Context: an optimization exercise on an open-source flow, tuned for small area. The choices shown serve that exercise and are no tape-out recipe. Function was checked by simulation only, so behaviour that the tests miss may differ from the original. No driver is modelled on the clock port, so clocking that relies on it looks cheaper here than on a real chip. No activity file was given, so power comes from the tool's default toggle rates.

## design/flow/constraint.sdc

```tcl
create_clock -name core_clock -period 10.0 [get_ports {CLK}]
set_input_delay 2.0000 -clock core_clock [delete_from_list [all_inputs] [get_ports {CLK}]]
set_output_delay 2.0000 -clock core_clock [all_outputs]
set_load 0.01 [all_outputs]
```

## design/flow/config.mk

```make
export PLATFORM = sky130hd
export DESIGN_NAME = all_modules
export DESIGN_NICKNAME = all_modules
export VERILOG_FILES = /design/flow/design.v
export SDC_FILE = /design/flow/constraint.sdc
export NUM_CORES = 4
export LEC_CHECK = 0
export CAP_MARGIN = 20
export CORE_MARGIN = 2
export CORE_UTILIZATION = 65
export PLACE_DENSITY = 0.75
export SLEW_MARGIN = 20
```

## design/flow/design.v

```verilog
module all_modules
  (
  input TMBsig,
  input DTMBsig,
  input LAYERsig,
  input DTWHOLEsig,
  input RESET_INsig,
  input SIGM_INsig,
  input ID_INsig,
  input [1:0] XBAR_ADDRsig,
  input [5:0] AXsig,
  input [5:0] AYsig,
  input CEBsig,
  input RSTBsig,
  input WEBsig,
  input CMEBsig,
  input DINsig,
  input [63:0] CM_WLsig,
  input CD_TRANSsig,
  input [1:0] KERNEL_MODEsig,
  input [1:0] inputsig_control,
  input [11:0] inputsig_address,
  input [7:0] inputsig_id,
  input [63:0] inputsig_data_c,
  input [1:0] inputsig_xbar_address,
  input inputsig_data_w,
  input inputsig_flag,
  input [3:0] inputsig_sigmoid_threshold,
  input [1:0] inputsig_kernel_mode, 
  input inputsig_CD_trans,
  input CLK,
  input RESET,
  input [11:0] xb0_DO_CM, xb1_DO_CM, xb2_DO_CM, xb3_DO_CM,
  input xb0_DO_R, xb1_DO_R, xb2_DO_R, xb3_DO_R,
  output xb0_DIN, xb1_DIN, xb2_DIN, xb3_DIN,
  output [5:0] xb0_AX, xb1_AX, xb2_AX, xb3_AX,
  output [5:0] xb0_AY, xb1_AY, xb2_AY, xb3_AY,
  output xb0_WEB, xb1_WEB, xb2_WEB, xb3_WEB,
  output xb0_CMEB, xb1_CMEB, xb2_CMEB, xb3_CMEB,
  output [63:0] xb0_WL_CM, xb1_WL_CM, xb2_WL_CM, xb3_WL_CM,
  output xb0_CEB, xb1_CEB, xb2_CEB, xb3_CEB,
  output xb0_RSTB, xb1_RSTB, xb2_RSTB, xb3_RSTB,
  output reg [11:0] DO_CMpo,
  output reg DO_Rpo,
  output [7:0] output_id_2,
  output [63:0] output_data_c_2,
  output [1:0] output_control_2,
  output [11:0] output_address_2,
  output [1:0] output_xbar_address_2,
  output output_data_w_2,
  output output_data_r_2,
  output output_flag_2, 
  output [3:0] output_sigmoid_threshold_2
);
  localparam [1:0] COMPUTE = 2'b10, WRITE = 2'b01, READ = 2'b11, SLEEP = 2'b00;
  localparam [1:0] ENABLE = 2'b01, DISABLE = 2'b10;
  wire crst = RESET & ~DTMBsig;         
  wire rst  = RESET_INsig | crst;
  reg [6:0] cc;
  always @(negedge CLK)
    if (rst) cc <= 7'd0;
    else     cc <= {cc[5:0], cc[6] ^ cc[5] ^ (cc[5:0] == 6'd0)};
  wire cc0 = (cc == 7'd0);
  wire cc3 = (cc == 7'd4);
  wire cc126 = (cc == 7'd96);
  wire cc127 = (cc == 7'd64);
  reg [1:0] ic;
  always @(negedge CLK)
    if (rst) ic <= 2'd0;
    else     ic <= {ic[0], ~(ic[1] | ic[0])};
  wire ic0 = ~(ic[1] | ic[0]);
  wire ic1 = ic[0];
  wire ic2 = ic[1];
  reg [6:0] kc;
  reg kif, kff;
  wire [1:0] kms = DTMBsig ? KERNEL_MODEsig : inputsig_kernel_mode;
  always @(negedge CLK)
    if (rst) kc <= 7'd0;
    else if (kms == 2'b11) kc <= 7'd1;
    else if ((kms == 2'b00 && kc == 7'd3) || (kms == 2'b01 && kc == 7'd11) ||
             (kms == 2'b10 && kc == 7'd64)) kc <= 7'd0;
    else kc <= {kc[5:0], kc[6] ^ kc[5] ^ (kc[5:0] == 6'd0)};
  always @(negedge CLK)
    if (rst) begin kif <= 1'b0; kff <= 1'b0; end
    else begin kif <= (kc == 7'd0); kff <= (kc != 7'd0); end
  reg [1:0]  i1_ctl;  reg [11:0] i1_addr; reg i1_w;
  reg [1:0]  i1_xb;   reg [3:0]  i1_sig;  reg i1_flag; reg [7:0] i1_id;
  reg        i1_cd;   reg [1:0]  i1_km;
  wire i1_tst = DTMBsig & ~RESET_INsig;
  wire i1_cpu = ~DTMBsig & ~RESET_INsig & ~RESET;
  wire [32:0] i1_tstv = {WEBsig, CMEBsig, AXsig, AYsig, DINsig, XBAR_ADDRsig, {4{SIGM_INsig}}, 1'b1,
                         7'b0, ID_INsig, CD_TRANSsig, KERNEL_MODEsig};
  wire [32:0] i1_cpuv = {inputsig_control, inputsig_address, inputsig_data_w, inputsig_xbar_address,
                         inputsig_sigmoid_threshold, inputsig_flag, inputsig_id, inputsig_CD_trans,
                         inputsig_kernel_mode};
  always @(negedge CLK)
    if (RESET_INsig | cc0)
      {i1_ctl, i1_addr, i1_w, i1_xb, i1_sig, i1_flag, i1_id, i1_cd, i1_km} <=
        (i1_tstv & {33{i1_tst}}) | (i1_cpuv & {33{i1_cpu}});
  reg [63:0] i1_datn;
  always @(negedge CLK)
    if (RESET_INsig | cc0)
      i1_datn <= ~((CM_WLsig & {64{i1_tst}}) | (inputsig_data_c & {64{i1_cpu}}));
  reg f1_fbf, f1_ifk, f1_ffk;
  reg [63:0] f1_Bn;    
  reg [3:0]  f1_brow;
  wire       a1_pflag;
  wire [63:0] a1_Pn;
  wire [3:0] a1_prow;
  always @(negedge CLK)
    if (rst) begin f1_fbf <= 1'b0; f1_ifk <= 1'b0; f1_ffk <= 1'b0; end
    else begin f1_fbf <= a1_pflag; f1_ifk <= kif; f1_ffk <= kff; end
  always @(negedge CLK) begin f1_Bn <= a1_Pn; f1_brow <= a1_prow; end
  wire FB1 = i1_cd ? f1_ffk : f1_fbf;
  wire IN1 = i1_cd ? f1_ifk : i1_flag;
  reg f1_ccb, f1_pw, f1_nw;
  reg [7:0] f1_nid;
  reg [1:0] f1_pen, f1_nen, f1_nctl, f1_pctl, f1_xctl;
  reg [3:0] f1_nrow;
  reg f1_tz, f1_teq;
  always @(negedge CLK)
    if (RESET_INsig) begin
      f1_ccb <= 1'b0; f1_pw <= 1'b0; f1_nw <= 1'b0; f1_nid <= 8'd0; f1_pen <= DISABLE; f1_nen <= DISABLE;
      f1_nctl <= SLEEP; f1_nrow <= 4'd0; f1_pctl <= READ; f1_xctl <= READ;
    end else if (TMBsig) begin
      f1_ccb <= 1'b0; f1_nid <= 8'd0; f1_nctl <= SLEEP; f1_nrow <= 4'd0;
      if (XBAR_ADDRsig == 2'b00) begin
        f1_pw <= DINsig; f1_pen <= {CEBsig, RSTBsig}; f1_pctl <= {WEBsig, CMEBsig};
        f1_nw <= 1'b0;   f1_nen <= DISABLE;           f1_xctl <= READ;
      end else if (XBAR_ADDRsig == 2'b01) begin
        f1_pw <= 1'b0;   f1_pen <= DISABLE;           f1_pctl <= READ;
        f1_nw <= DINsig; f1_nen <= {CEBsig, RSTBsig}; f1_xctl <= {WEBsig, CMEBsig};
      end else begin
        f1_pw <= 1'b0;   f1_pen <= DISABLE;           f1_pctl <= READ;
        f1_nw <= 1'b0;   f1_nen <= DISABLE;           f1_xctl <= READ;
      end
    end else if (crst) begin
      f1_ccb <= 1'b0; f1_pw <= 1'b0; f1_nw <= 1'b0; f1_nid <= 8'd0; f1_pen <= DISABLE; f1_nen <= DISABLE;
      f1_nctl <= SLEEP; f1_nrow <= 4'd0; f1_pctl <= READ; f1_xctl <= READ;
    end else begin
      f1_pw <= i1_w; f1_nw <= i1_w;
      if (!FB1) begin
        f1_nrow <= 4'd0;
        if (IN1) begin
          f1_nctl <= i1_ctl;
          case (i1_ctl)
            COMPUTE:
              if (f1_nid != i1_id && !f1_ccb) begin
                f1_ccb <= 1'b1; f1_pen <= DISABLE; f1_nen <= DISABLE; f1_pctl <= READ; f1_xctl <= READ;
              end else if (f1_nid != i1_id) begin
                f1_ccb <= 1'b0; f1_nid <= i1_id; f1_pen <= ENABLE; f1_nen <= ENABLE;
                f1_pctl <= COMPUTE; f1_xctl <= COMPUTE;
              end else
                f1_ccb <= 1'b0;
            READ: begin
              f1_nid <= i1_id; f1_pctl <= READ; f1_xctl <= READ;
              f1_pen <= (i1_xb == 2'b00) ? ENABLE : DISABLE;
              f1_nen <= (i1_xb == 2'b01) ? ENABLE : DISABLE;
            end
            WRITE: begin
              f1_nid <= i1_id;
              f1_pctl <= (i1_xb == 2'b00) ? WRITE : READ;
              f1_xctl <= (i1_xb == 2'b01) ? WRITE : READ;
              f1_pen <= (i1_xb == 2'b00) ? ENABLE : DISABLE;
              f1_nen <= (i1_xb == 2'b01) ? ENABLE : DISABLE;
            end
            default: begin
              f1_pctl <= READ; f1_xctl <= READ; f1_pen <= DISABLE; f1_nen <= DISABLE;
            end
          endcase
        end else begin
          f1_nctl <= SLEEP; f1_pen <= DISABLE; f1_nen <= DISABLE; f1_pctl <= READ; f1_xctl <= READ;
        end
      end else begin
        f1_nctl <= COMPUTE; f1_pctl <= COMPUTE; f1_xctl <= COMPUTE;
        if (f1_ccb) begin
          f1_pen <= ENABLE; f1_nen <= ENABLE; f1_nrow <= f1_brow; f1_ccb <= 1'b0;
        end else if (f1_nrow != f1_brow) begin
          f1_pen <= DISABLE; f1_nen <= DISABLE; f1_ccb <= 1'b1;
        end else begin
          f1_pen <= ENABLE; f1_nen <= ENABLE; f1_ccb <= 1'b0;
        end
      end
    end
  wire [63:0] f1_m = ~((f1_Bn & {64{FB1}}) | (i1_datn & {64{~FB1}}));
  wire f1_nz = RESET_INsig | TMBsig | crst;
  always @(negedge CLK) begin
    f1_tz <= f1_nz;
    f1_teq <= ~f1_nz & (FB1 | IN1);
  end
  reg [63:0] f1_Dn;    
  reg f1_dzp, f1_dzn;
  always @(negedge CLK) f1_Dn <= ~((CM_WLsig & {64{TMBsig}}) | (f1_m & {64{~TMBsig}}));
  always @(negedge CLK)
    if (RESET_INsig) begin f1_dzp <= 1'b1; f1_dzn <= 1'b1; end
    else if (TMBsig) begin f1_dzp <= (XBAR_ADDRsig != 2'b00); f1_dzn <= (XBAR_ADDRsig != 2'b01); end
    else begin f1_dzp <= crst; f1_dzn <= crst; end
  reg [7:0] f1_Ah;    
  reg [3:0] f1_Am;    
  reg f1_zhp, f1_zhn, f1_zmp, f1_zmn;
  always @(negedge CLK)
    if (RESET_INsig) begin
      f1_zhp <= 1'b1; f1_zhn <= 1'b1; f1_zmp <= 1'b1; f1_zmn <= 1'b1;
    end else if (TMBsig) begin
      {f1_Ah[7:2], f1_Am, f1_Ah[1:0]} <= {AXsig, AYsig};
      f1_zhp <= (XBAR_ADDRsig != 2'b00); f1_zmp <= (XBAR_ADDRsig != 2'b00);
      f1_zhn <= (XBAR_ADDRsig != 2'b01); f1_zmn <= (XBAR_ADDRsig != 2'b01);
    end else if (crst) begin
      f1_zhp <= 1'b1; f1_zhn <= 1'b1; f1_zmp <= 1'b1; f1_zmn <= 1'b1;
    end else if (FB1) begin
      f1_Am <= f1_brow; f1_zmp <= 1'b0; f1_zmn <= 1'b0;
    end else if (!IN1 || i1_ctl == READ || i1_ctl == WRITE) begin
      {f1_Ah[7:2], f1_Am, f1_Ah[1:0]} <= i1_addr;
      f1_zhp <= 1'b0; f1_zhn <= 1'b0; f1_zmp <= 1'b0; f1_zmn <= 1'b0;
    end else if (i1_ctl == COMPUTE) begin
      f1_zmp <= 1'b1; f1_zmn <= 1'b1;
    end
  wire [11:0] f1_paddr = {f1_Ah[7:2] & {6{~f1_zhp}}, f1_Am & {4{~f1_zmp}}, f1_Ah[1:0] & {2{~f1_zhp}}};
  wire [11:0] f1_naddr = {f1_Ah[7:2] & {6{~f1_zhn}}, f1_Am & {4{~f1_zmn}}, f1_Ah[1:0] & {2{~f1_zhn}}};
  reg [1:0] f1_nxb; reg [3:0] f1_nsig; reg f1_ncd; reg [1:0] f1_nkm;
  always @(negedge CLK)
    if (rst | IN1)
      {f1_nxb, f1_nsig, f1_ncd, f1_nkm} <= {i1_xb, i1_sig, i1_cd, i1_km} & {9{~rst}};
  reg [11:0] x1_ad; reg x1_w; reg x1_late;
  wire cc_late = cc126 | cc127;
  always @(negedge CLK)
    if (rst | cc0) x1_late <= 1'b0;
    else if (cc_late & IN1) x1_late <= 1'b1;
  always @(negedge CLK)
    if (rst | (IN1 & ~cc_late) | (cc0 & x1_late))
      {x1_ad, x1_w} <= {i1_addr, i1_w} & {13{~rst}};
  function sigm;
    input [2:0] p, n;
    input [3:0] t;
    reg [3:0] s;
    begin
      s = {1'b0, p} - {1'b0, n};
      case ({s[3], t[3]})
        2'b00: sigm = (s[2:0] >= t[2:0]);
        2'b01: sigm = 1'b1;
        2'b11: sigm = (s[2:0] < t[2:0]);
        default: sigm = 1'b0;
      endcase
    end
  endfunction
  reg [1:0] a1_fctl; reg [63:0] a1_Fn; reg [1:0] a1_fxb; reg [3:0] a1_frow;
  reg a1_sr; reg [7:0] a1_fid; reg a1_fcd; reg [1:0] a1_fkm;
  always @(negedge CLK)
    if (rst) begin a1_fctl <= SLEEP; a1_fxb <= 2'd0; a1_fid <= 8'd0; end
    else begin a1_fctl <= f1_nctl; a1_fxb <= f1_nxb; a1_fid <= f1_nid; end
  always @(negedge CLK) begin
    a1_frow <= f1_nrow; a1_fcd <= f1_ncd; a1_fkm <= f1_nkm;
    a1_sr <= (f1_nxb == 2'b00) ? xb0_DO_R : xb1_DO_R;
  end
  always @(negedge CLK)
    if (f1_tz | f1_teq) a1_Fn <= f1_Dn | {64{f1_tz}};
  reg [3:0] a1_q0p, a1_q0n, a1_q2p, a1_q2n;
  wire [3:0] a1_R;
  genvar g;
  generate for (g = 0; g < 4; g = g + 1) begin : a1_col
    assign a1_R[g] = sigm({a1_q2p[g], xb0_DO_CM[g], a1_q0p[g]}, {a1_q2n[g], xb1_DO_CM[g], a1_q0n[g]}, f1_nsig);
  end endgenerate
  always @(negedge CLK) begin
    a1_q0p <= ic1 ? a1_R : xb0_DO_CM[3:0];
    a1_q0n <= xb1_DO_CM[3:0];
  end
  always @(negedge CLK)
    if (rst) begin a1_q2p <= 4'd0; a1_q2n <= 4'd0; end
    else if (ic2) begin a1_q2p <= xb0_DO_CM[3:0]; a1_q2n <= xb1_DO_CM[3:0]; end
  wire [3:0] a1_res = a1_q0p;     
  reg [3:0] a1_nowrow, a1_prow_r; reg a1_pflag_r, a1_oflag;
  reg [7:0] a1_oid;
  wire a1_done = (a1_oid == a1_fid) && (a1_frow == 4'd0) && a1_oflag;
  wire a1_new  = ((a1_frow != a1_nowrow) && (a1_nowrow != 4'hF)) || (a1_oid != a1_fid);
  always @(negedge CLK)
    if (rst) begin
      a1_nowrow <= 4'd0; a1_pflag_r <= 1'b0; a1_prow_r <= 4'd0; a1_oflag <= 1'b0;
    end else if (a1_fctl == COMPUTE) begin
      if (a1_done) begin
        a1_nowrow <= 4'd0; a1_pflag_r <= 1'b0; a1_prow_r <= 4'd0; a1_oflag <= 1'b1;
      end else if (a1_new) begin
        a1_nowrow <= a1_frow; a1_prow_r <= a1_frow; a1_pflag_r <= 1'b1; a1_oflag <= 1'b0;
      end else if (ic0) begin
        a1_nowrow <= a1_frow; a1_prow_r <= a1_frow; a1_pflag_r <= 1'b1; a1_oflag <= 1'b0;
      end else if (ic2) begin
        a1_nowrow <= a1_frow;
        if (a1_frow == 4'hF) begin a1_oflag <= 1'b1; a1_pflag_r <= 1'b0; a1_prow_r <= 4'd0; end
        else begin a1_oflag <= 1'b0; a1_pflag_r <= 1'b1; a1_prow_r <= a1_frow + 4'd1; end
      end
    end else begin
      a1_pflag_r <= 1'b0; a1_prow_r <= 4'd0;
      if (a1_fctl == READ || a1_fctl == WRITE) a1_oflag <= 1'b1;
    end
  assign a1_pflag = a1_pflag_r;
  assign a1_prow  = a1_prow_r;
  function integer dbs6;
    input integer k;
    integer i, st, fb;
    begin
      st = 0;
      for (i = 0; i < k; i = i + 1) begin
        fb = ((st >> 5) ^ (st >> 4)) & 1;
        if ((st & 31) == 0) fb = fb ^ 1;
        st = ((st << 1) | fb) & 63;
      end
      dbs6 = st;
    end
  endfunction
  reg [255:0] a1_rfn;    
  wire [255:0] a1_rf = ~a1_rfn;
  reg [5:0] a1_rfi;
  always @(negedge CLK)
    if (rst) a1_rfi <= 6'd0;
    else if (ic2) a1_rfi <= {a1_rfi[4:0], a1_rfi[5] ^ a1_rfi[4] ^ (a1_rfi[4:0] == 5'd0)};
  genvar e;
  generate for (e = 0; e < 64; e = e + 1) begin : a1_rfe
    always @(negedge CLK)
      if (rst || (ic2 && a1_rfi == dbs6(e))) a1_rfn[4*e+3:4*e] <= ~a1_res | {4{rst}};
  end endgenerate
  wire a1_oc1 = a1_fcd & ~rst;
  wire a1_oc2 = ~a1_fcd & ~rst;
  wire [67:0]  a1_p32 = a1_rf[67:0] | a1_rf[99:32];
  wire [79:0]  a1_q64 = a1_rf[79:0] | a1_rf[143:64];
  wire [63:0]  a1_r64 = a1_rf[191:128] | a1_rf[255:192];
  wire a1_k0 = a1_oc1 & (a1_fkm == 2'b00);
  wire a1_k1 = a1_oc1 & (a1_fkm == 2'b01);
  wire a1_k2 = a1_oc1 & a1_fkm[1];
  wire [63:0]  a1_pool = ({64{a1_k0}} & (a1_p32[63:0] | a1_p32[67:4])) |
                         ({64{a1_k1}} & (a1_q64[63:0] | a1_q64[79:16])) |
                         ({64{a1_k2}} & (a1_q64[63:0] | a1_r64));
  reg [1:0] a1_octl; reg [1:0] a1_oxb; reg a1_or;
  reg [63:0] a1_O, a1_Pr;   
  wire a1_wr = (a1_fctl == COMPUTE) && !a1_done && a1_new && ic2;
  always @(negedge CLK)
    if (rst) begin
      a1_oid <= 8'd0; a1_octl <= SLEEP; a1_oxb <= 2'd0; a1_or <= 1'b0;
    end else begin
      a1_oid <= a1_fid; a1_octl <= a1_fctl; a1_oxb <= a1_fxb;
      if (a1_fctl == READ && !a1_fxb[1]) a1_or <= a1_sr;
    end
  generate for (e = 0; e < 16; e = e + 1) begin : a1_og
    wire en = rst | (a1_wr & (a1_fcd ? (a1_fkm != 2'b11) : (a1_frow == e)));
    always @(negedge CLK)
      if (en) a1_O[4*e+3:4*e] <= a1_pool[4*e+3:4*e] | (a1_res & {4{a1_oc2}});
  end endgenerate
  always @(negedge CLK) a1_Pr <= a1_Fn;
  assign a1_Pn = a1_Pr;
  reg [3:0] s_sig;
  always @(negedge CLK)
    if (rst | cc126) s_sig <= f1_nsig & {4{~rst}};
  reg [1:0]  i2_ctl;  reg [11:0] i2_addr; reg i2_w; reg i2_r;
  reg [1:0]  i2_xb;   reg [3:0]  i2_sig;  reg i2_flag; reg [7:0] i2_id;
  wire i2_tst = DTMBsig & ~DTWHOLEsig & LAYERsig & ~rst;
  wire i2_lay = ~(DTMBsig & ~DTWHOLEsig & LAYERsig) & ~rst;
  wire [29:0] i2_tstv = {WEBsig, CMEBsig, AXsig, AYsig, DINsig, XBAR_ADDRsig, {4{SIGM_INsig}}, 1'b1,
                         7'b0, ID_INsig};
  wire [29:0] i2_layv = {a1_octl, x1_ad, x1_w, a1_oxb, s_sig, a1_oflag, a1_oid};
  always @(negedge CLK)
    if (rst | cc0)
      {i2_ctl, i2_addr, i2_w, i2_xb, i2_sig, i2_flag, i2_id} <=
        (i2_tstv & {30{i2_tst}}) | (i2_layv & {30{i2_lay}});
  always @(negedge CLK)
    if (rst | (cc0 & ~(DTMBsig & ~DTWHOLEsig & LAYERsig))) i2_r <= a1_or & ~rst;
  reg [63:0] i2_datn;
  always @(negedge CLK)
    if (rst | cc0)
      i2_datn <= ~((CM_WLsig & {64{i2_tst}}) | (a1_O & {64{i2_lay}}));
  reg f2_fbf;
  reg [63:0] f2_Bn;
  reg [3:0]  f2_brow;
  wire       a2_pflag;
  wire [63:0] a2_Pn;
  wire [3:0] a2_prow;
  always @(negedge CLK)
    if (rst) f2_fbf <= 1'b0;
    else f2_fbf <= a2_pflag;
  always @(negedge CLK) begin f2_Bn <= a2_Pn; f2_brow <= a2_prow; end
  wire FB2 = f2_fbf;
  wire IN2 = i2_flag;
  reg f2_ccb, f2_pw, f2_nw;
  reg [7:0] f2_nid;
  reg [1:0] f2_pen, f2_nen, f2_nctl, f2_pctl, f2_xctl;
  reg [3:0] f2_nrow;
  always @(negedge CLK)
    if (RESET_INsig) begin
      f2_ccb <= 1'b0; f2_pw <= 1'b0; f2_nw <= 1'b0; f2_nid <= 8'd0; f2_pen <= DISABLE; f2_nen <= DISABLE;
      f2_nctl <= SLEEP; f2_nrow <= 4'd0; f2_pctl <= READ; f2_xctl <= READ;
    end else if (TMBsig) begin
      f2_ccb <= 1'b0; f2_nid <= 8'd0; f2_nctl <= SLEEP; f2_nrow <= 4'd0;
      if (XBAR_ADDRsig == 2'b10) begin
        f2_pw <= DINsig; f2_pen <= {CEBsig, RSTBsig}; f2_pctl <= {WEBsig, CMEBsig};
        f2_nw <= 1'b0;   f2_nen <= DISABLE;           f2_xctl <= READ;
      end else if (XBAR_ADDRsig == 2'b11) begin
        f2_pw <= 1'b0;   f2_pen <= DISABLE;           f2_pctl <= READ;
        f2_nw <= DINsig; f2_nen <= {CEBsig, RSTBsig}; f2_xctl <= {WEBsig, CMEBsig};
      end else begin
        f2_pw <= 1'b0;   f2_pen <= DISABLE;           f2_pctl <= READ;
        f2_nw <= 1'b0;   f2_nen <= DISABLE;           f2_xctl <= READ;
      end
    end else if (crst) begin
      f2_ccb <= 1'b0; f2_pw <= 1'b0; f2_nw <= 1'b0; f2_nid <= 8'd0; f2_pen <= DISABLE; f2_nen <= DISABLE;
      f2_nctl <= SLEEP; f2_nrow <= 4'd0; f2_pctl <= READ; f2_xctl <= READ;
    end else begin
      f2_pw <= i2_w; f2_nw <= i2_w;
      if (!FB2) begin
        f2_nrow <= 4'd0;
        if (IN2) begin
          f2_nctl <= i2_ctl;
          case (i2_ctl)
            COMPUTE:
              if (f2_nid != i2_id && !f2_ccb) begin
                f2_ccb <= 1'b1; f2_pen <= DISABLE; f2_nen <= DISABLE; f2_pctl <= READ; f2_xctl <= READ;
              end else if (f2_nid != i2_id) begin
                f2_ccb <= 1'b0; f2_nid <= i2_id; f2_pen <= ENABLE; f2_nen <= ENABLE;
                f2_pctl <= COMPUTE; f2_xctl <= COMPUTE;
              end else
                f2_ccb <= 1'b0;
            READ: begin
              f2_nid <= i2_id; f2_pctl <= READ; f2_xctl <= READ;
              f2_pen <= (i2_xb == 2'b10) ? ENABLE : DISABLE;
              f2_nen <= (i2_xb == 2'b11) ? ENABLE : DISABLE;
            end
            WRITE: begin
              f2_nid <= i2_id;
              f2_pctl <= (i2_xb == 2'b10) ? WRITE : READ;
              f2_xctl <= (i2_xb == 2'b11) ? WRITE : READ;
              f2_pen <= (i2_xb == 2'b10) ? ENABLE : DISABLE;
              f2_nen <= (i2_xb == 2'b11) ? ENABLE : DISABLE;
            end
            default: begin
              f2_pctl <= READ; f2_xctl <= READ; f2_pen <= DISABLE; f2_nen <= DISABLE;
            end
          endcase
        end else begin
          f2_nctl <= SLEEP; f2_pen <= DISABLE; f2_nen <= DISABLE; f2_pctl <= READ; f2_xctl <= READ;
        end
      end else begin
        f2_nctl <= COMPUTE; f2_pctl <= COMPUTE; f2_xctl <= COMPUTE;
        if (f2_ccb) begin
          f2_pen <= ENABLE; f2_nen <= ENABLE; f2_nrow <= f2_brow; f2_ccb <= 1'b0;
        end else if (f2_nrow != f2_brow) begin
          f2_pen <= DISABLE; f2_nen <= DISABLE; f2_ccb <= 1'b1;
        end else begin
          f2_pen <= ENABLE; f2_nen <= ENABLE; f2_ccb <= 1'b0;
        end
      end
    end
  wire [63:0] f2_m = ~((f2_Bn & {64{FB2}}) | (i2_datn & {64{~FB2}}));
  reg [63:0] f2_Dn;    
  reg f2_dzp, f2_dzn;
  always @(negedge CLK) f2_Dn <= ~((CM_WLsig & {64{TMBsig}}) | (f2_m & {64{~TMBsig}}));
  always @(negedge CLK)
    if (RESET_INsig) begin f2_dzp <= 1'b1; f2_dzn <= 1'b1; end
    else if (TMBsig) begin f2_dzp <= (XBAR_ADDRsig != 2'b10); f2_dzn <= (XBAR_ADDRsig != 2'b11); end
    else begin f2_dzp <= crst; f2_dzn <= crst; end
  reg [7:0] f2_Ah;
  reg [3:0] f2_Am;
  reg f2_zhp, f2_zhn, f2_zmp, f2_zmn;
  always @(negedge CLK)
    if (RESET_INsig) begin
      f2_zhp <= 1'b1; f2_zhn <= 1'b1; f2_zmp <= 1'b1; f2_zmn <= 1'b1;
    end else if (TMBsig) begin
      {f2_Ah[7:2], f2_Am, f2_Ah[1:0]} <= {AXsig, AYsig};
      f2_zhp <= (XBAR_ADDRsig != 2'b10); f2_zmp <= (XBAR_ADDRsig != 2'b10);
      f2_zhn <= (XBAR_ADDRsig != 2'b11); f2_zmn <= (XBAR_ADDRsig != 2'b11);
    end else if (crst) begin
      f2_zhp <= 1'b1; f2_zhn <= 1'b1; f2_zmp <= 1'b1; f2_zmn <= 1'b1;
    end else if (FB2) begin
      f2_Am <= f2_brow; f2_zmp <= 1'b0; f2_zmn <= 1'b0;
    end else if (!IN2 || i2_ctl == READ || i2_ctl == WRITE) begin
      {f2_Ah[7:2], f2_Am, f2_Ah[1:0]} <= i2_addr;
      f2_zhp <= 1'b0; f2_zhn <= 1'b0; f2_zmp <= 1'b0; f2_zmn <= 1'b0;
    end else if (i2_ctl == COMPUTE) begin
      f2_zmp <= 1'b1; f2_zmn <= 1'b1;
    end
  wire [11:0] f2_paddr = {f2_Ah[7:2] & {6{~f2_zhp}}, f2_Am & {4{~f2_zmp}}, f2_Ah[1:0] & {2{~f2_zhp}}};
  wire [11:0] f2_naddr = {f2_Ah[7:2] & {6{~f2_zhn}}, f2_Am & {4{~f2_zmn}}, f2_Ah[1:0] & {2{~f2_zhn}}};
  reg [1:0] f2_nxb; reg [3:0] f2_nsig; reg f2_ndr;
  always @(negedge CLK)
    if (rst | IN2)
      {f2_nxb, f2_nsig, f2_ndr} <= {i2_xb, i2_sig, i2_r} & {7{~rst}};
  reg [1:0] a2_fctl; reg [63:0] a2_Fn; reg [3:0] a2_frow;
  reg a2_sr; reg [7:0] a2_fid;
  always @(negedge CLK)
    if (rst) begin
      a2_fctl <= SLEEP; a2_fid <= 8'd0;
    end else begin
      a2_fctl <= f2_nctl; a2_fid <= f2_nid;
    end
  reg [11:0] a2_oad; reg a2_ow; reg [1:0] a2_oxb; reg [3:0] a2_osig;
  always @(negedge CLK)
    if (rst | (cc3 & IN2))
      {a2_oad, a2_ow, a2_oxb, a2_osig} <= {i2_addr, i2_w, i2_xb, i2_sig} & {19{~rst}};
  always @(negedge CLK) begin
    a2_Fn <= f2_Dn; a2_frow <= f2_nrow;
    a2_sr <= (f2_nxb == 2'b10) ? xb2_DO_R : (f2_nxb == 2'b11) ? xb3_DO_R : f2_ndr;
  end
  reg [3:0] a2_q0p, a2_q0n, a2_q2p, a2_q2n;
  wire [3:0] a2_R;
  generate for (g = 0; g < 4; g = g + 1) begin : a2_col
    assign a2_R[g] = sigm({a2_q2p[g], xb2_DO_CM[g], a2_q0p[g]}, {a2_q2n[g], xb3_DO_CM[g], a2_q0n[g]}, f2_nsig);
  end endgenerate
  always @(negedge CLK) begin
    a2_q0p <= ic1 ? a2_R : xb2_DO_CM[3:0];
    a2_q0n <= xb3_DO_CM[3:0];
  end
  always @(negedge CLK)
    if (rst) begin a2_q2p <= 4'd0; a2_q2n <= 4'd0; end
    else if (ic2) begin a2_q2p <= xb2_DO_CM[3:0]; a2_q2n <= xb3_DO_CM[3:0]; end
  wire [3:0] a2_res = a2_q0p;
  reg [3:0] a2_nowrow, a2_prow_r; reg a2_pflag_r, a2_oflag;
  reg [7:0] a2_oid;
  wire a2_done = (a2_oid == a2_fid) && (a2_frow == 4'd0) && a2_oflag;
  wire a2_new  = ((a2_frow != a2_nowrow) && (a2_nowrow != 4'hF)) || (a2_oid != a2_fid);
  always @(negedge CLK)
    if (rst) begin
      a2_nowrow <= 4'd0; a2_pflag_r <= 1'b0; a2_prow_r <= 4'd0; a2_oflag <= 1'b0;
    end else if (a2_fctl == COMPUTE) begin
      if (a2_done) begin
        a2_nowrow <= 4'd0; a2_pflag_r <= 1'b0; a2_prow_r <= 4'd0; a2_oflag <= 1'b1;
      end else if (a2_new) begin
        a2_nowrow <= a2_frow; a2_prow_r <= a2_frow; a2_pflag_r <= 1'b1; a2_oflag <= 1'b0;
      end else if (ic0) begin
        a2_nowrow <= a2_frow; a2_prow_r <= a2_frow; a2_pflag_r <= 1'b1; a2_oflag <= 1'b0;
      end else if (ic2) begin
        a2_nowrow <= a2_frow;
        if (a2_frow == 4'hF) begin a2_oflag <= 1'b1; a2_pflag_r <= 1'b0; a2_prow_r <= 4'd0; end
        else begin a2_oflag <= 1'b0; a2_pflag_r <= 1'b1; a2_prow_r <= a2_frow + 4'd1; end
      end
    end else begin
      a2_pflag_r <= 1'b0; a2_prow_r <= 4'd0;
      if (a2_fctl == READ || a2_fctl == WRITE) a2_oflag <= 1'b1;
    end
  assign a2_pflag = a2_pflag_r;
  assign a2_prow  = a2_prow_r;
  reg [1:0] a2_octl; reg a2_or;
  reg [63:0] a2_O, a2_Pr;
  wire a2_wr = (a2_fctl == COMPUTE) && !a2_done && a2_new && ic2;
  always @(negedge CLK)
    if (rst) begin
      a2_oid <= 8'd0; a2_octl <= SLEEP; a2_or <= 1'b0;
    end else begin
      a2_oid <= a2_fid; a2_octl <= a2_fctl;
      if (a2_fctl == READ) a2_or <= a2_sr;
    end
  generate for (e = 0; e < 16; e = e + 1) begin : a2_og
    always @(negedge CLK)
      if (rst | (a2_wr & (a2_frow == e))) a2_O[4*e+3:4*e] <= a2_res & {4{~rst}};
  end endgenerate
  always @(negedge CLK) a2_Pr <= a2_Fn;
  assign a2_Pn = a2_Pr;
  always @(negedge CLK)
    if (TMBsig) begin
      case (XBAR_ADDRsig)
        2'b00: begin DO_Rpo <= xb0_DO_R; DO_CMpo <= xb0_DO_CM; end
        2'b01: begin DO_Rpo <= xb1_DO_R; DO_CMpo <= xb1_DO_CM; end
        2'b10: begin DO_Rpo <= xb2_DO_R; DO_CMpo <= xb2_DO_CM; end
        default: begin DO_Rpo <= xb3_DO_R; DO_CMpo <= xb3_DO_CM; end
      endcase
    end else if (DTMBsig) begin
      if (!LAYERsig && !DTWHOLEsig) begin
        DO_Rpo <= a1_or; DO_CMpo <= {a1_oid[0], a1_O[10:0]};
      end else begin
        DO_Rpo <= a2_or; DO_CMpo <= {a2_oid[0], a2_O[10:0]};
      end
    end
  assign xb0_DIN = f1_pw;            assign xb1_DIN = f1_nw;
  assign xb0_AX = f1_paddr[11:6];    assign xb1_AX = f1_naddr[11:6];
  assign xb0_AY = f1_paddr[5:0];     assign xb1_AY = f1_naddr[5:0];
  assign xb0_WEB = f1_pctl[1];       assign xb1_WEB = f1_xctl[1];
  assign xb0_CMEB = f1_pctl[0];      assign xb1_CMEB = f1_xctl[0];
  assign xb0_WL_CM = ~(f1_Dn | {64{f1_dzp}});
  assign xb1_WL_CM = ~(f1_Dn | {64{f1_dzn}});
  assign xb0_CEB = f1_pen[1];        assign xb1_CEB = f1_nen[1];
  assign xb0_RSTB = f1_pen[0];       assign xb1_RSTB = f1_nen[0];
  assign xb2_DIN = f2_pw;            assign xb3_DIN = f2_nw;
  assign xb2_AX = f2_paddr[11:6];    assign xb3_AX = f2_naddr[11:6];
  assign xb2_AY = f2_paddr[5:0];     assign xb3_AY = f2_naddr[5:0];
  assign xb2_WEB = f2_pctl[1];       assign xb3_WEB = f2_xctl[1];
  assign xb2_CMEB = f2_pctl[0];      assign xb3_CMEB = f2_xctl[0];
  assign xb2_WL_CM = ~(f2_Dn | {64{f2_dzp}});
  assign xb3_WL_CM = ~(f2_Dn | {64{f2_dzn}});
  assign xb2_CEB = f2_pen[1];        assign xb3_CEB = f2_nen[1];
  assign xb2_RSTB = f2_pen[0];       assign xb3_RSTB = f2_nen[0];
  assign output_id_2 = a2_oid;
  assign output_data_c_2 = a2_O;
  assign output_control_2 = a2_octl;
  assign output_address_2 = a2_oad;
  assign output_xbar_address_2 = a2_oxb;
  assign output_data_w_2 = a2_ow;
  assign output_data_r_2 = a2_or;
  assign output_flag_2 = a2_oflag;
  assign output_sigmoid_threshold_2 = a2_osig;
endmodule
```

## design/flow/flow/run.sh

```bash
#!/bin/bash
# Layout flow: the standard flow (standard.sh), with two changes:
#  - the clock inverter that synthesis puts in front of the (falling-edge) registers is not
#    cloned next to every register; CTS buffers the inverted clock net instead
#  - ports are buffered with sky130_fd_sc_hd__buf_1
set -euo pipefail
HERE=$(pwd)
export PRE_CTS_TCL="$HERE/flow/pre_cts.tcl"
export BUFFER_PORTS_ARGS="${BUFFER_PORTS_ARGS_OVERRIDE:--buffer_cell sky130_fd_sc_hd__buf_1}"
export CTS_ARGS="-sink_clustering_enable -repair_clock_nets -sink_clustering_size 18 -sink_clustering_max_diameter 56 -buf_list sky130_fd_sc_hd__clkbuf_8 -dont_use_dummy_load"
bash standard.sh > "$HERE/standard_flow.log" 2>&1
```

## design/flow/standard.sh

```bash
#!/bin/bash
# synth_recipe.tcl (not shown) runs the flow's synth.tcl, then flattens the netlist and writes it again
# the make line also repeats each setting of config.mk as NAME=value (left out here)
make -C /OpenROAD-flow-scripts/flow DESIGN_CONFIG=/design/flow/config.mk WORK_HOME=/design/flow/orfs CLKGATE_MAP_FILE= SYNTH_SCRIPT=/design/flow/synth_recipe.tcl "${@:-finish}"
```

## design/flow/flow/pre_cts.tcl

```tcl
# Keep the single clock inverter: CTS then builds the tree on the inverted clock net.
proc repair_clock_inverters {args} {
  puts "repair_clock_inverters: skipped by the version's flow"
}
```

==> out/metrics.yaml <==
yosysSeqAreaShare: 0.6877
cts_tree: "done"
pwr-share-seq: 0.653
power_frac_clock: 0.244
relSlewSlack: 0.1711
cts_hold_buf: 0
ff2ff_setup_slack_ps: 6930
min-delay-start: "a2_Pr[5]"
status: "no timing/DRC/antenna violations"
clk_latency_ps: 1080
routedWlPerCell_um: 26.80
die_h_um: 284.2
setup_violations: 0
syn-num-nets: 4494
p_switching_uw: 2712
synth_top_family_by_area: "simple AND/OR/NAND/NOR gates"
place_congestion: 1.011
ys_ff_latch: 1389
final_cell_mix: "edfxtp_1, buf_1, dfxtp_1"
final_common_cell: "edfxtp_1"
layout.nets: 5091
cp_max_fo: 35
arrival_ps: 7830
drive_above_1_share: 0.05913
core_area_um2: 77590
pin_count: 676
min_to: "f2_Bn[5]"
synth_flop_cell: "edfxtp_1"
leakage_uw: 0.02042
finClkSkew_ps: 84.46
r2r-end: "f1_pen[1]"
cts_resized: 0
synthXorXnorAreaFrac: 0.009951
async_flop_share: 0
postPlaceCellArea_um2: 54790
via_count: 36690
synth-compound-area-share: 0.1035
drt-total-wl_um: 155900
yosys_warnings: 1
grt_start_max_net_pins: 155
swShare: 0.2602
worstSetupEndpointType: "output pin"
fillCellCount: 5399
antenna_found_initial: 14
synth_edf_count: 729
whs_path_depth: 0
cts_setup_buffers: 0
track_usage: 0.3776
synth-simple-area-share: 0.1345
critPathLaunch: "f2_dzn"
route.detailed.drc: 0
grt_pass1_vias: 33830
hold_class: "reg2reg"
postRouteAntennaNets: 0
worst_pin_slew_ps: 1239
die_area_um2: 80790
required_ps: 8000
cts_sinks: 1389
power_density_nw_per_um2: 185.5
cap_violations: 0
synth_area_leaders: "edfxtp_1, dfxtp_1, nor2_1, nand2_1, a21oi_1"
area_growth_pct: 10.04
row_count: 102
ir_worst_vdd_mv: 0.1565
tns_ps: 0
reg2reg_from: "i1_cd"
synth_cells: 4174
fp.dieW_um: 284.2
first_iter_violations: 4568
clk_pin_slew_worst_paths_ps: 100
finalHoldViolations: 0
dp_hpwl_um: 112200
grt_pass1_wl_um: 225000
overflow: 0
worstSetupPathType: "reg2out"
start_util: 0.6579
synth_top_area_share: 0.4288
rsz0062_at_grt: "false"
netlist_area_um2: 51050
cp-start-kind: "flop"
muxShareOfSynthArea: 0.02071
syn_avg_cell_area_um2: 12.23
rr_worst_depth: 7
numCtsBuffers: 98
synth_area_leader_cell: "edfxtp_1"
routed_via_density: 6.307
power_frac_comb: 0.102
io_buffers: 675
final_area_um2: 56180
p_int_uw: 7711
synthAdderAreaFrac: 0.01980
first_pass_iters: 6
finalMaxSlewViolations: 0
ys_types: 67
==> sequential cells by signal (all words and copies together) (netlist names), 64 cells and up <==
name,count
a1_Pr,64
f1_Bn,64
i2_datn,64
f1_Dn,64
a1_Fn,64
a1_rfn,256
a2_Pr,64
f2_Dn,64
f2_Bn,64
a1_O,64
i1_datn,64
a2_Fn,64
a2_O,64
==> synth_stat cells, drive strengths merged, types with 4 or more instances <==
| library cell | n |
|---|---|
| edfxtp | 729 |
| dfxtp | 660 |
| nor2 | 404 |
| nand2 | 387 |
| a21oi | 232 |
| clkbuf | 212 |
| o21ai | 190 |
| nand4 | 152 |
| a22oi | 133 |
| nor2b | 132 |
| and2 | 108 |
| inv | 83 |
| mux2i | 73 |
| and3 | 69 |
| a211oi | 68 |
| a221oi | 68 |
| ha | 68 |
| or2 | 68 |
| nand3 | 47 |
| xor2 | 45 |
| a22o | 40 |
| a21o | 32 |
| buf | 25 |
| nor3 | 22 |
| mux4 | 13 |
| xnor2 | 13 |
| a31oi | 12 |
| nand2b | 12 |
| nor4 | 9 |
| fa | 8 |
| a211o | 5 |
| a32o | 4 |
| a32oi | 4 |
| nor3b | 4 |
| o31ai | 4 |
==> through the flow <==
step	power [µW]	std cells	hold slack, ps	setup WS, ps	utilization
detailed placement	8797	5711	312.1	568.8	0.7062
global route	10730	5812	314.4	103.1	0.7238
CTS	10400	5809	314.5	142.6	0.7235
global placement	8773	5711	309.9	643.5	0.7062
floorplan	8205	4174	309.6	663.6	-
finish	10420	5817	310.7	165.6	0.7240
==> power by group through the flow <==
stage / combinational, µW / clock, µW / sequential, µW
2_1_floorplan: 618 / 829 / 6760
3_3_place_gp: 1030 / 829 / 6920
3_5_place_dp: 1040 / 829 / 6930
4_1_cts: 1050 / 2550 / 6800
5_1_grt: 1150 / 2740 / 6840
6_report: 1070 / 2540 / 6810
==> kinds of logic after synthesis <==
family	count (synthesis)
AOI/OAI and AO/OA	817
xor gates and xnor gates	58
muxes	89
adders and majority gates	76
buffers and inverters	321
DFF	1389
and+or+nand+nor	1424
==> metal layers <==
layer	up-vias	part of all wire	GRT usage	wire, µm
met5	-	0.0011	0	178
met4	18	0.049	0.1596	7564
met3	457	0.11	0.08451	17210
met2	2371	0.44	0.5704	69340
met1	17690	0.40	0.5324	61590
li1	16150	-	-	-
==> critical path: stages (launching register included) <==
cell and delay (ps):
dfxtp_2 1030, buf_4 460, nor2_1 90, buf_1 170
==> worst max path at each step <==
| stage | endpoint | cells after the start |
|---|---|---|
| CTS | xb3_WL_CM[36] | 3 |
| global route | xb3_WL_CM[36] | 3 |
| floorplan | i2_addr[0] | 5 |
| finish | xb3_WL_CM[36] | 3 |
| global placement | a1_O[38] | 7 |
| detailed placement | a1_O[50] | 7 |
==> layout make-up <==
cell class / count / area, µm² / share of cell area
Clock buffer: 98 / 1349 / 0.02401
Antenna cell: 8 / 20.02 / 0.0003564
Sequential cell: 1389 / 35120 / 0.6251
Tap cell: 1040 / 1301 / 0.02316
Timing Repair Buffer: 734 / 3196 / 0.05689
Multi-Input combinational cell: 2464 / 14880 / 0.2648
Inverter: 84 / 315.3 / 0.005613
